What follows belongs to an exercise in optimizing a design on an open flow for small area; a production flow would make more cautious choices. Where RTL was checked, it was by simulation tests only, not by an equivalence proof against the original. No activity file was given, so power comes from the tool's default toggle rates.

==> run a <==
==> flow/design.v <==
module Decoder(
	input     [31:0] instr,
	output           memtoreg,    
	output           memwrite,    
	output           isbeq,       
	output           alusrcbimm,  
	output    [4:0]  destreg,     
	output           regwrite,    
	output           dojump,      
	output           alusub,      
	output    [1:0]  alusel       
);
	wire [5:0] op = instr[31:26];
	wire [5:0] funct = instr[5:0];
	assign memwrite   = op[5] & op[3];
	assign memtoreg   = op[5];
	assign isbeq      = op[2];
	assign dojump     = op[1] & ~op[0];
	assign alusrcbimm = op[0];
	assign regwrite   = (~op[2] & ~op[1]) | (op[5] & ~op[3]);
	assign destreg    = op[0] ? instr[20:16] : instr[15:11];
	assign alusub     = ~op[0] & (funct[1] | op[2]);
	assign alusel[1]  = ~op[0] & funct[2];
	assign alusel[0]  = ~op[0] & (funct[2] ? funct[0] : funct[3]);
endmodule
module Datapath(
	input         clk, reset,
	input         memtoreg,
	input         isbeq,
	input         alusrcbimm,
	input  [4:0]  destreg,
	input         regwrite,
	input         jump,
	input         alusub,
	input  [1:0]  alusel,
	output [31:0] pc,
	input  [31:0] instr,
	output [31:0] aluout,
	output [31:0] writedata,
	input  [31:0] readdata
);
	wire [31:0] srca, srcb, result;
	wire [31:0] signimm = {{16{instr[15]}}, instr[15:0]};
	wire [31:0] opb = alusrcbimm ? signimm : srcb;
	wire [31:0] bx = opb ^ {32{alusub}};
	wire [31:0] p = srca ^ bx;
	wire [31:0] g = srca & bx;
	wire [32:0] c;
	BlockCarry #(.N(32)) ac(.p(p), .g(g), .cin(alusub), .c(c));
	wire [31:0] sum = p ^ c[31:0];
	wire [31:0] lres = g | (p & {32{alusel[0]}});
	assign aluout = alusel[1] ? lres :
	                alusel[0] ? {31'b0, ~c[32]} : sum;
	assign writedata = srcb;
	assign result = memtoreg ? readdata : aluout;
	wire eq = &p;
	reg  [31:2] pcr;
	wire [31:2] pcinc = pcr + 30'd1;
	wire [29:0] bp = pcr ^ signimm[29:0];
	wire [29:0] bg = pcr & signimm[29:0];
	wire [30:0] bc;
	BlockCarry #(.N(30)) bcy(.p(bp), .g(bg), .cin(1'b1), .c(bc));
	wire [31:2] pcbranch = bp ^ bc[29:0];
	wire [31:2] nextpc = jump ? {pcinc[31:28], instr[25:0]} :
	                     (isbeq & eq) ? pcbranch : pcinc;
	always @(posedge clk)
		if (reset) pcr <= 30'h00100000;
		else       pcr <= nextpc;
	assign pc = {pcr, 2'b00};
	wire regwrite2 = ~isbeq & ~jump & ~(memtoreg & instr[29]);
	RegisterFile gpr(.clk(clk), .we(regwrite & ~reset), .we2(regwrite2 & ~reset), .ra1(instr[25:21]),
	                 .ra2(instr[20:16]), .wa(destreg), .wd(result),
	                 .rd1(srca), .rd2(srcb));
endmodule
module BlockCarry #(parameter N = 32) (
	input  [N-1:0] p, g,
	input          cin,
	output [N:0]   c
);
	wire [N-1:0] G, P;
	assign c[0] = cin;
	genvar i;
	generate
		for (i = 0; i < N; i = i + 1) begin : b
			if (i % 4 == 0) begin : s
				assign G[i] = g[i];
				assign P[i] = p[i];
			end else begin : r
				assign G[i] = g[i] | (p[i] & G[i-1]);
				assign P[i] = p[i] & P[i-1];
			end
			assign c[i+1] = G[i] | (P[i] & c[i - i % 4]);
		end
	endgenerate
endmodule
module RegisterFile(
	input         clk,
	input         we,
	input         we2,
	input  [4:0]  ra1, ra2, wa,
	input  [31:0] wd,
	output [31:0] rd1, rd2
);
	reg  [31:0] r [1:31];
	wire [31:0] d [1:31];
	wire [31:1] s1, s2;
	genvar i, b;
	generate
		for (i = 1; i < 32; i = i + 1) begin : g
			wire wen = we & (wa == i);
			wire hold = ~(we2 & (wa == i));
			assign s1[i] = (ra1 == i);
			assign s2[i] = (ra2 == i);
			for (b = 0; b < 32; b = b + 1) begin : h
				RfAo22 u(.a1(r[i][b]), .a2(hold), .b1(wd[b]), .b2(wen), .y(d[i][b]));
			end
			always @(posedge clk)
				r[i] <= d[i];
		end
	endgenerate
	generate
		for (b = 0; b < 32; b = b + 1) begin : m
			wire [30:0] q;
			for (i = 1; i < 32; i = i + 1) begin : c
				assign q[i-1] = r[i][b];
			end
			RfMux31 p1(.q(q), .s(s1), .y(rd1[b]));
			RfMux31 p2(.q(q), .s(s2), .y(rd2[b]));
		end
	endgenerate
endmodule
module RfMux31(
	input  [30:0] q,
	input  [30:0] s,
	output        y
);
	wire [10:0] n;
	genvar k;
	generate
		for (k = 0; k < 10; k = k + 1) begin : a
			RfAoi222 u(.a1(q[3*k]), .a2(s[3*k]), .b1(q[3*k+1]), .b2(s[3*k+1]),
			           .c1(q[3*k+2]), .c2(s[3*k+2]), .y(n[k]));
		end
	endgenerate
	RfNand2 u10(.a(q[30]), .b(s[30]), .y(n[10]));
	wire p0, p1, p2;
	RfNand4 v0(.a(n[0]), .b(n[1]), .c(n[2]), .d(n[3]), .y(p0));
	RfNand4 v1(.a(n[4]), .b(n[5]), .c(n[6]), .d(n[7]), .y(p1));
	RfNand3 v2(.a(n[8]), .b(n[9]), .c(n[10]), .y(p2));
	RfOr3   w(.a(p0), .b(p1), .c(p2), .y(y));
endmodule
module RfAo22(input a1, a2, b1, b2, output y);
	assign y = (a1 & a2) | (b1 & b2);
endmodule
module RfAoi222(input a1, a2, b1, b2, c1, c2, output y);
	assign y = ~((a1 & a2) | (b1 & b2) | (c1 & c2));
endmodule
module RfNand2(input a, b, output y);
	assign y = ~(a & b);
endmodule
module RfNand3(input a, b, c, output y);
	assign y = ~(a & b & c);
endmodule
module RfNand4(input a, b, c, d, output y);
	assign y = ~(a & b & c & d);
endmodule
module RfOr3(input a, b, c, output y);
	assign y = a | b | c;
endmodule
module MIPScore(
	input clk,
	input reset,
	output [31:0] pc,
	input  [31:0] instr,
	output        memwrite,
	output [31:0] aluout, writedata,
	input  [31:0] readdata
);
	wire       memtoreg, alusrcbimm, regwrite, isbeq, dojump, alusub;
	wire [1:0] alusel;
	wire [4:0] destreg;
	Decoder decoder(.instr(instr), .memtoreg(memtoreg), .memwrite(memwrite),
	                .isbeq(isbeq), .alusrcbimm(alusrcbimm), .destreg(destreg),
	                .regwrite(regwrite), .dojump(dojump), .alusub(alusub),
	                .alusel(alusel));
	Datapath dp(.clk(clk), .reset(reset), .memtoreg(memtoreg), .isbeq(isbeq),
	            .alusrcbimm(alusrcbimm), .destreg(destreg), .regwrite(regwrite),
	            .jump(dojump), .alusub(alusub), .alusel(alusel),
	            .pc(pc), .instr(instr), .aluout(aluout),
	            .writedata(writedata), .readdata(readdata));
endmodule
==> flow/run.sh <==
#!/bin/bash
# synth_recipe.tcl (not shown) runs the flow's synth.tcl, then flattens the netlist and writes it again
# the make line also repeats each setting of config.mk as NAME=value (left out here)
make -C /OpenROAD-flow-scripts/flow DESIGN_CONFIG=/design/flow/config.mk WORK_HOME=/design/flow/orfs CLKGATE_MAP_FILE= SYNTH_SCRIPT=/design/flow/synth_recipe.tcl finish
==> flow/config.mk <==
export PLATFORM = sky130hd
export DESIGN_NAME = MIPScore
export DESIGN_NICKNAME = MIPScore
export VERILOG_FILES = /design/flow/design.v
export SDC_FILE = /design/flow/constraint.sdc
export NUM_CORES = 4
export LEC_CHECK = 0
export CAP_MARGIN = 20
export CORE_MARGIN = 2
export CORE_UTILIZATION = 45
export CTS_BUF_LIST = sky130_fd_sc_hd__clkbuf_8
export PLACE_DENSITY = 0.6
export SLEW_MARGIN = 20
export SYNTH_HIERARCHICAL = 1
==> flow/constraint.sdc <==
create_clock -name core_clock -period 11.0 [get_ports {clk}]
set_input_delay 2.2000 -clock core_clock [delete_from_list [all_inputs] [get_ports {clk}]]
set_output_delay 2.2000 -clock core_clock [all_outputs]
set_load 0.01 [all_outputs]
==> inputs of run b, as changes to run a <==
==> flow/design.v, changed modules only <==
module Datapath(
	input         clk, reset,
	input         memtoreg,
	input         isbeq,
	input         alusrcbimm,
	input  [4:0]  destreg,
	input         regwrite,
	input         jump,
	input         alusub,
	input  [1:0]  alusel,
	output [31:0] pc,
	input  [31:0] instr,
	output [31:0] aluout,
	output [31:0] writedata,
	input  [31:0] readdata
);
	wire [31:0] srca, srcb, result;
	wire [31:0] signimm = {{16{instr[15]}}, instr[15:0]};
	wire [31:0] opb = alusrcbimm ? signimm : srcb;
	wire [31:0] bx = opb ^ {32{alusub}};
	wire [31:0] p = srca ^ bx;
	wire [31:0] g = srca & bx;
	wire [32:0] c;
	BlockCarry #(.N(32)) ac(.p(p), .g(g), .cin(alusub), .c(c));
	wire [31:0] sum = p ^ c[31:0];
	wire [31:0] lres = g | (p & {32{alusel[0]}});
	assign aluout = alusel[1] ? lres :
	                alusel[0] ? {31'b0, ~c[32]} : sum;
	assign writedata = srcb;
	assign result = memtoreg ? readdata : aluout;
	wire eq = &p;
	reg  [31:2] pcr;
	wire        taken = isbeq & eq;
	wire [29:0] boff = signimm[29:0] & {30{taken}};
	wire [29:0] bp = pcr ^ boff;
	wire [29:0] bg = pcr & boff;
	wire [30:0] bc;
	BlockCarry #(.N(30)) bcy(.p(bp), .g(bg), .cin(1'b1), .c(bc));
	wire [31:2] pcadd = bp ^ bc[29:0];
	wire [31:2] nextpc = jump ? {pcadd[31:28], instr[25:0]} : pcadd;
	always @(posedge clk)
		if (reset) pcr <= 30'h00100000;
		else       pcr <= nextpc;
	assign pc = {pcr, 2'b00};
	wire regwrite2 = ~isbeq & ~jump & ~(memtoreg & instr[29]);
	RegisterFile gpr(.clk(clk), .we(regwrite & ~reset), .we2(regwrite2 & ~reset), .ra1(instr[25:21]),
	                 .ra2(instr[20:16]), .wa(destreg), .wd(result),
	                 .rd1(srca), .rd2(srcb));
endmodule
module RegisterFile(
	input         clk,
	input         we,
	input         we2,
	input  [4:0]  ra1, ra2, wa,
	input  [31:0] wd,
	output [31:0] rd1, rd2
);
	wire [31:0] r [1:31];
	wire [31:1] s1, s2;
	genvar i, b;
	generate
		for (i = 1; i < 32; i = i + 1) begin : g
			wire wen = we & (wa == i);
			wire hold = ~(we2 & (wa == i));
			assign s1[i] = (ra1 == i);
			assign s2[i] = (ra2 == i);
			reg  [31:0] q;
			wire [31:0] d;
			for (b = 0; b < 32; b = b + 1) begin : h
				RfAo22 u(.a1(q[b]), .a2(hold), .b1(wd[b]), .b2(wen), .y(d[b]));
			end
			always @(posedge clk)
				q <= d;
			assign r[i] = q;
		end
	endgenerate
	generate
		for (b = 0; b < 32; b = b + 1) begin : m
			wire [30:0] q;
			for (i = 1; i < 32; i = i + 1) begin : c
				assign q[i-1] = r[i][b];
			end
			RfMux31 p1(.q(q), .s(s1), .y(rd1[b]));
			RfMux31 p2(.q(q), .s(s2), .y(rd2[b]));
		end
	endgenerate
endmodule
--- a/flow/config.mk
+++ b/flow/config.mk
@@ -9,5 +9,8 @@
 export CORE_MARGIN = 2
-export CORE_UTILIZATION = 45
+export CORE_UTILIZATION = 40
 export CTS_BUF_LIST = sky130_fd_sc_hd__clkbuf_8
-export PLACE_DENSITY = 0.6
+export CTS_CLUSTER_DIAMETER = 60
+export CTS_CLUSTER_SIZE = 16
+export PLACE_DENSITY = 0.5
+export SETUP_SLACK_MARGIN = 0.25
 export SLEW_MARGIN = 20
==> inputs of run c, as changes to run a <==
==> flow/design.v, changed modules only <==
module Datapath(
	input         clk, reset,
	input         memtoreg,
	input         isbeq,
	input         alusrcbimm,
	input  [4:0]  destreg,
	input         regwrite,
	input         jump,
	input         alusub,
	input  [1:0]  alusel,
	output [31:0] pc,
	input  [31:0] instr,
	output [31:0] aluout,
	output [31:0] writedata,
	input  [31:0] readdata
);
	wire [31:0] srca, srcb, result;
	wire [31:0] signimm = {{16{instr[15]}}, instr[15:0]};
	wire [31:0] opb = alusrcbimm ? signimm : srcb;
	wire [31:0] bx = opb ^ {32{alusub}};
	wire [31:0] p = srca ^ bx;
	wire [31:0] g = srca & bx;
	wire [32:0] c;
	BlockCarry #(.N(32)) ac(.p(p), .g(g), .cin(alusub), .c(c));
	wire [31:0] sum = p ^ c[31:0];
	wire [31:0] lres = g | (p & {32{alusel[0]}});
	assign aluout = alusel[1] ? lres :
	                alusel[0] ? {31'b0, ~c[32]} : sum;
	assign writedata = srcb;
	assign result = memtoreg ? readdata : aluout;
	wire eq = &p;
	reg  [31:2] pcr;
	wire        taken = isbeq & eq;
	wire [29:0] boff = signimm[29:0] & {30{taken}};
	wire [29:0] bp = pcr ^ boff;
	wire [29:0] bg = pcr & boff;
	wire [30:0] bc;
	BlockCarry #(.N(30)) bcy(.p(bp), .g(bg), .cin(1'b1), .c(bc));
	wire [31:2] pcadd = bp ^ bc[29:0];
	wire [31:2] nextpc = jump ? {pcadd[31:28], instr[25:0]} : pcadd;
	always @(posedge clk)
		if (reset) pcr <= 30'h00100000;
		else       pcr <= nextpc;
	assign pc = {pcr, 2'b00};
	wire regwrite2 = ~isbeq & ~jump & ~(memtoreg & instr[29]);
	RegisterFile gpr(.clk(clk), .we(regwrite & ~reset), .we2(regwrite2 & ~reset), .ra1(instr[25:21]),
	                 .ra2(instr[20:16]), .wa(destreg), .wd(result),
	                 .rd1(srca), .rd2(srcb));
endmodule
module RegisterFile(
	input         clk,
	input         we,
	input         we2,
	input  [4:0]  ra1, ra2, wa,
	input  [31:0] wd,
	output [31:0] rd1, rd2
);
	wire [31:0] r [1:31];
	wire [31:1] s1, s2;
	genvar i, b;
	generate
		for (i = 1; i < 32; i = i + 1) begin : g
			wire wen = we & (wa == i);
			wire hold = ~(we2 & (wa == i));
			assign s1[i] = (ra1 == i);
			assign s2[i] = (ra2 == i);
			reg  [31:0] q;
			wire [31:0] d;
			for (b = 0; b < 32; b = b + 1) begin : h
				RfAo22 u(.a1(q[b]), .a2(hold), .b1(wd[b]), .b2(wen), .y(d[b]));
			end
			always @(posedge clk)
				q <= d;
			assign r[i] = q;
		end
	endgenerate
	generate
		for (b = 0; b < 32; b = b + 1) begin : m
			wire [30:0] q;
			for (i = 1; i < 32; i = i + 1) begin : c
				assign q[i-1] = r[i][b];
			end
			RfMux31 p1(.q(q), .s(s1), .y(rd1[b]));
			RfMux31 p2(.q(q), .s(s2), .y(rd2[b]));
		end
	endgenerate
endmodule
==> flow/flow/run.sh (new file) <==
#!/bin/bash
set -euo pipefail
bash standard.sh \
  "CTS_ARGS=-sink_clustering_enable -repair_clock_nets -sink_clustering_size 16 -sink_clustering_max_diameter 60 -buf_list sky130_fd_sc_hd__clkbuf_8 -dont_use_dummy_load" \
  "BUFFER_PORTS_ARGS=-buffer_cell sky130_fd_sc_hd__buf_1" \
  finish > flow_make.log 2>&1
==> flow/standard.sh (new file) <==
#!/bin/bash
# synth_recipe.tcl (not shown) runs the flow's synth.tcl, then flattens the netlist and writes it again
# the make line also repeats each setting of config.mk as NAME=value (left out here)
make -C /OpenROAD-flow-scripts/flow DESIGN_CONFIG=/design/flow/config.mk WORK_HOME=/design/flow/orfs CLKGATE_MAP_FILE= SYNTH_SCRIPT=/design/flow/synth_recipe.tcl "${@:-finish}"
--- a/flow/config.mk
+++ b/flow/config.mk
@@ -9,5 +9,8 @@
 export CORE_MARGIN = 2
-export CORE_UTILIZATION = 45
+export CORE_UTILIZATION = 40
 export CTS_BUF_LIST = sky130_fd_sc_hd__clkbuf_8
-export PLACE_DENSITY = 0.6
+export CTS_CLUSTER_DIAMETER = 60
+export CTS_CLUSTER_SIZE = 16
+export PLACE_DENSITY = 0.5
+export SETUP_SLACK_MARGIN = 0.25
 export SLEW_MARGIN = 20
removed: flow/run.sh
==> inputs of run d, as changes to run a <==
==> flow/design.v, changed modules only <==
module Datapath(
	input         clk, reset,
	input         memtoreg,
	input         isbeq,
	input         alusrcbimm,
	input  [4:0]  destreg,
	input         regwrite,
	input         jump,
	input         alusub,
	input  [1:0]  alusel,
	output [31:0] pc,
	input  [31:0] instr,
	output [31:0] aluout,
	output [31:0] writedata,
	input  [31:0] readdata
);
	wire [31:0] srca, srcb, result;
	wire [31:0] signimm = {{16{instr[15]}}, instr[15:0]};
	wire [31:0] opb = alusrcbimm ? signimm : srcb;
	wire [31:0] bx = opb ^ {32{alusub}};
	wire [31:0] p = srca ^ bx;
	wire [31:0] g = srca & bx;
	wire [32:0] c;
	BlockCarry #(.N(32)) ac(.p(p), .g(g), .cin(alusub), .c(c));
	wire [31:0] sum = p ^ c[31:0];
	wire [31:0] lres = g | (p & {32{alusel[0]}});
	assign aluout = alusel[1] ? lres :
	                alusel[0] ? {31'b0, ~c[32]} : sum;
	assign writedata = srcb;
	assign result = memtoreg ? readdata : aluout;
	wire eq = &p;
	reg  [31:2] pcr;
	wire        taken = isbeq & eq;
	wire [29:0] boff = signimm[29:0] & {30{taken}};
	wire [29:0] bp = pcr ^ boff;
	wire [29:0] bg = pcr & boff;
	wire [30:0] bc;
	BlockCarry #(.N(30)) bcy(.p(bp), .g(bg), .cin(1'b1), .c(bc));
	wire [31:2] pcadd = bp ^ bc[29:0];
	wire [31:2] nextpc = jump ? {pcadd[31:28], instr[25:0]} : pcadd;
	always @(posedge clk)
		if (reset) pcr <= 30'h00100000;
		else       pcr <= nextpc;
	assign pc = {pcr, 2'b00};
	wire regwrite2 = ~isbeq & ~jump & ~(memtoreg & instr[29]);
	RegisterFile gpr(.clk(clk), .we(regwrite & ~reset), .we2(regwrite2 & ~reset), .ra1(instr[25:21]),
	                 .ra2(instr[20:16]), .wa(destreg), .wd(result),
	                 .rd1(srca), .rd2(srcb));
endmodule
module RegisterFile(
	input         clk,
	input         we,
	input         we2,
	input  [4:0]  ra1, ra2, wa,
	input  [31:0] wd,
	output [31:0] rd1, rd2
);
	wire [31:0] r [1:31];
	wire [31:1] s1, s2;
	genvar i, b;
	generate
		for (i = 1; i < 32; i = i + 1) begin : g
			wire wen = we & (wa == i);
			wire hold = ~(we2 & (wa == i));
			assign s1[i] = (ra1 == i);
			assign s2[i] = (ra2 == i);
			reg  [31:0] q;
			wire [31:0] d;
			for (b = 0; b < 32; b = b + 1) begin : h
				RfAo22 u(.a1(q[b]), .a2(hold), .b1(wd[b]), .b2(wen), .y(d[b]));
			end
			always @(posedge clk)
				q <= d;
			assign r[i] = q;
		end
	endgenerate
	generate
		for (b = 0; b < 32; b = b + 1) begin : m
			wire [30:0] q;
			for (i = 1; i < 32; i = i + 1) begin : c
				assign q[i-1] = r[i][b];
			end
			RfMux31 p1(.q(q), .s(s1), .y(rd1[b]));
			RfMux31 p2(.q(q), .s(s2), .y(rd2[b]));
		end
	endgenerate
endmodule
==> flow/flow/run.sh (new file) <==
#!/bin/bash
set -euo pipefail
bash standard.sh \
  "CTS_ARGS=-sink_clustering_enable -repair_clock_nets -sink_clustering_size 16 -sink_clustering_max_diameter 80 -buf_list sky130_fd_sc_hd__clkbuf_8 -dont_use_dummy_load" \
  "BUFFER_PORTS_ARGS=-buffer_cell sky130_fd_sc_hd__buf_1" \
  finish > flow_make.log 2>&1
==> flow/standard.sh (new file) <==
#!/bin/bash
# synth_recipe.tcl (not shown) runs the flow's synth.tcl, then flattens the netlist and writes it again
# the make line also repeats each setting of config.mk as NAME=value (left out here)
make -C /OpenROAD-flow-scripts/flow DESIGN_CONFIG=/design/flow/config.mk WORK_HOME=/design/flow/orfs CLKGATE_MAP_FILE= SYNTH_SCRIPT=/design/flow/synth_recipe.tcl "${@:-finish}"
--- a/flow/config.mk
+++ b/flow/config.mk
@@ -7,8 +7,11 @@
 export LEC_CHECK = 0
-export CAP_MARGIN = 20
+export CAP_MARGIN = 5
 export CORE_MARGIN = 2
-export CORE_UTILIZATION = 45
+export CORE_UTILIZATION = 52
 export CTS_BUF_LIST = sky130_fd_sc_hd__clkbuf_8
-export PLACE_DENSITY = 0.6
-export SLEW_MARGIN = 20
+export CTS_CLUSTER_DIAMETER = 80
+export CTS_CLUSTER_SIZE = 16
+export PLACE_DENSITY = 0.62
+export SETUP_SLACK_MARGIN = 0.15
+export SLEW_MARGIN = 5
 export SYNTH_HIERARCHICAL = 1
removed: flow/run.sh
==> results.txt <==
Against run a, the die area of run c is higher by 10%. In run c the register-to-register slack is worse than in run a, by 370 ps. In run a the first-iteration DRC count is higher than in run c, by 12%. Against run a, the cell count of run b is higher by 0.42%. Between run c and run a, the lower sequential share of layout area is in run a (gap 2.6 points). In run d the count of clock-buffer cells in the layout is lower than in run c, by 24. Run a reached the layout checks and failed them: negative setup slack. Run d went through all stages and came out clean. Run b ran to the end with no violations. Run c completed with no timing, DRC or antenna violations. Worst setup slack: run a < run d < run b < run c. Wire length, lowest first: run d, run a, run b, run c. Via count: run a > run d > run b > run c. Between run c and run b, the lower combinational power is in run c (gap about 8%, measured against run b).
==> figures <==
quantity                                                 run c                       run a        run d        run b
Outcome                       no timing/DRC/antenna violations  complete, but fails checks  no timing/DRC/antenna violations  no timing/DRC/antenna violations
Layout check failures                                        -        negative setup slack            -            -
Cell leakage power                                     18.5 nW                     20.0 nW      18.0 nW      19.7 nW
GR Layer Usage met1                                      51.2%                       52.8%        57.6%        49.7%
Non-clock buffer count                                     351                         335          322          423
Clk slew on worst S/H paths                              70 ps                       60 ps        80 ps        90 ps
Area of all placed cells without fillers           49200 sq um                 52500 sq um  47800 sq um  51700 sq um
Placed Instances                                          5524                        5430         5173         5595
Final GP Congestion                                      0.970                       0.991         1.04        0.930
Final critical-path setup slack                         496 ps                    -43.7 ps       267 ps       409 ps
Total setup buffers inserted after CTS                       0                           0            0            2
Flip-flop and latch share of the layout cell area        41.6%                       38.9%        42.8%        39.6%
Mapped Avg Cell Area                                11.2 sq um                  11.3 sq um   11.2 sq um   11.2 sq um
Starting density of the core                             40.3%                       45.4%        52.5%        40.3%
Total chip power                                     0.00924 W                    0.0106 W    0.00890 W    0.00989 W
Vias in the first global route                           39500                       41100        42000        40600
Maximum clock frequency                               95.2 MHz                    90.5 MHz     93.2 MHz     94.4 MHz
Number of rows created at floorplan                        120                         114          105          120
Comb pwr                                             0.00212 W                   0.00216 W    0.00208 W    0.00231 W
H-tree level count                                           3                           4            3            3
Launching element of the worst setup path            instr[19]                   instr[16]    instr[16]    instr[24]
Share of cells above drive strength 1                    11.7%                       14.4%        10.1%        14.7%
Function not checked in run a: the RTL went through the layout flow alone.

afterwards: timing with drivers on the ports:
The results above use ideal ports. As a check the final layouts listed here were re-extracted and re-timed, cells and wires unchanged.
Step 1: set_driving_cell puts a clkbuf_16 on clk and a buf_2 on each other input, an assumption about the parent block.
Step 2 moves the port delays by t, midway between the first and last clock arrival at a register: inputs arrive t later, outputs are due t later. That takes back most of the time a late clock gives input paths.
Slacks: ideal ports / drivers / drivers and shift; pairs: ideal ports / drivers.
run | t, ns | setup WS [ns] | hold WS [ns] | worst data-port slew with drivers (ns)
run a | 0.937 | -0.044 / -0.070 / -0.070 | 0.508 / 0.508 / 0.508 | 0.06
run b | 0.871 | 0.409 / 0.380 / 0.380 | 0.515 / 0.515 / 0.515 | 0.05
run c | 0.856 | 0.496 / 0.471 / 0.471 | 0.511 / 0.511 / 0.511 | 0.04
run d | 0.777 | 0.267 / 0.243 / 0.243 | 0.519 / 0.519 / 0.519 | 0.06
The setup slack of run b, which loses most, moves by -0.029 ns with the drivers and by -0.029 ns with both steps.
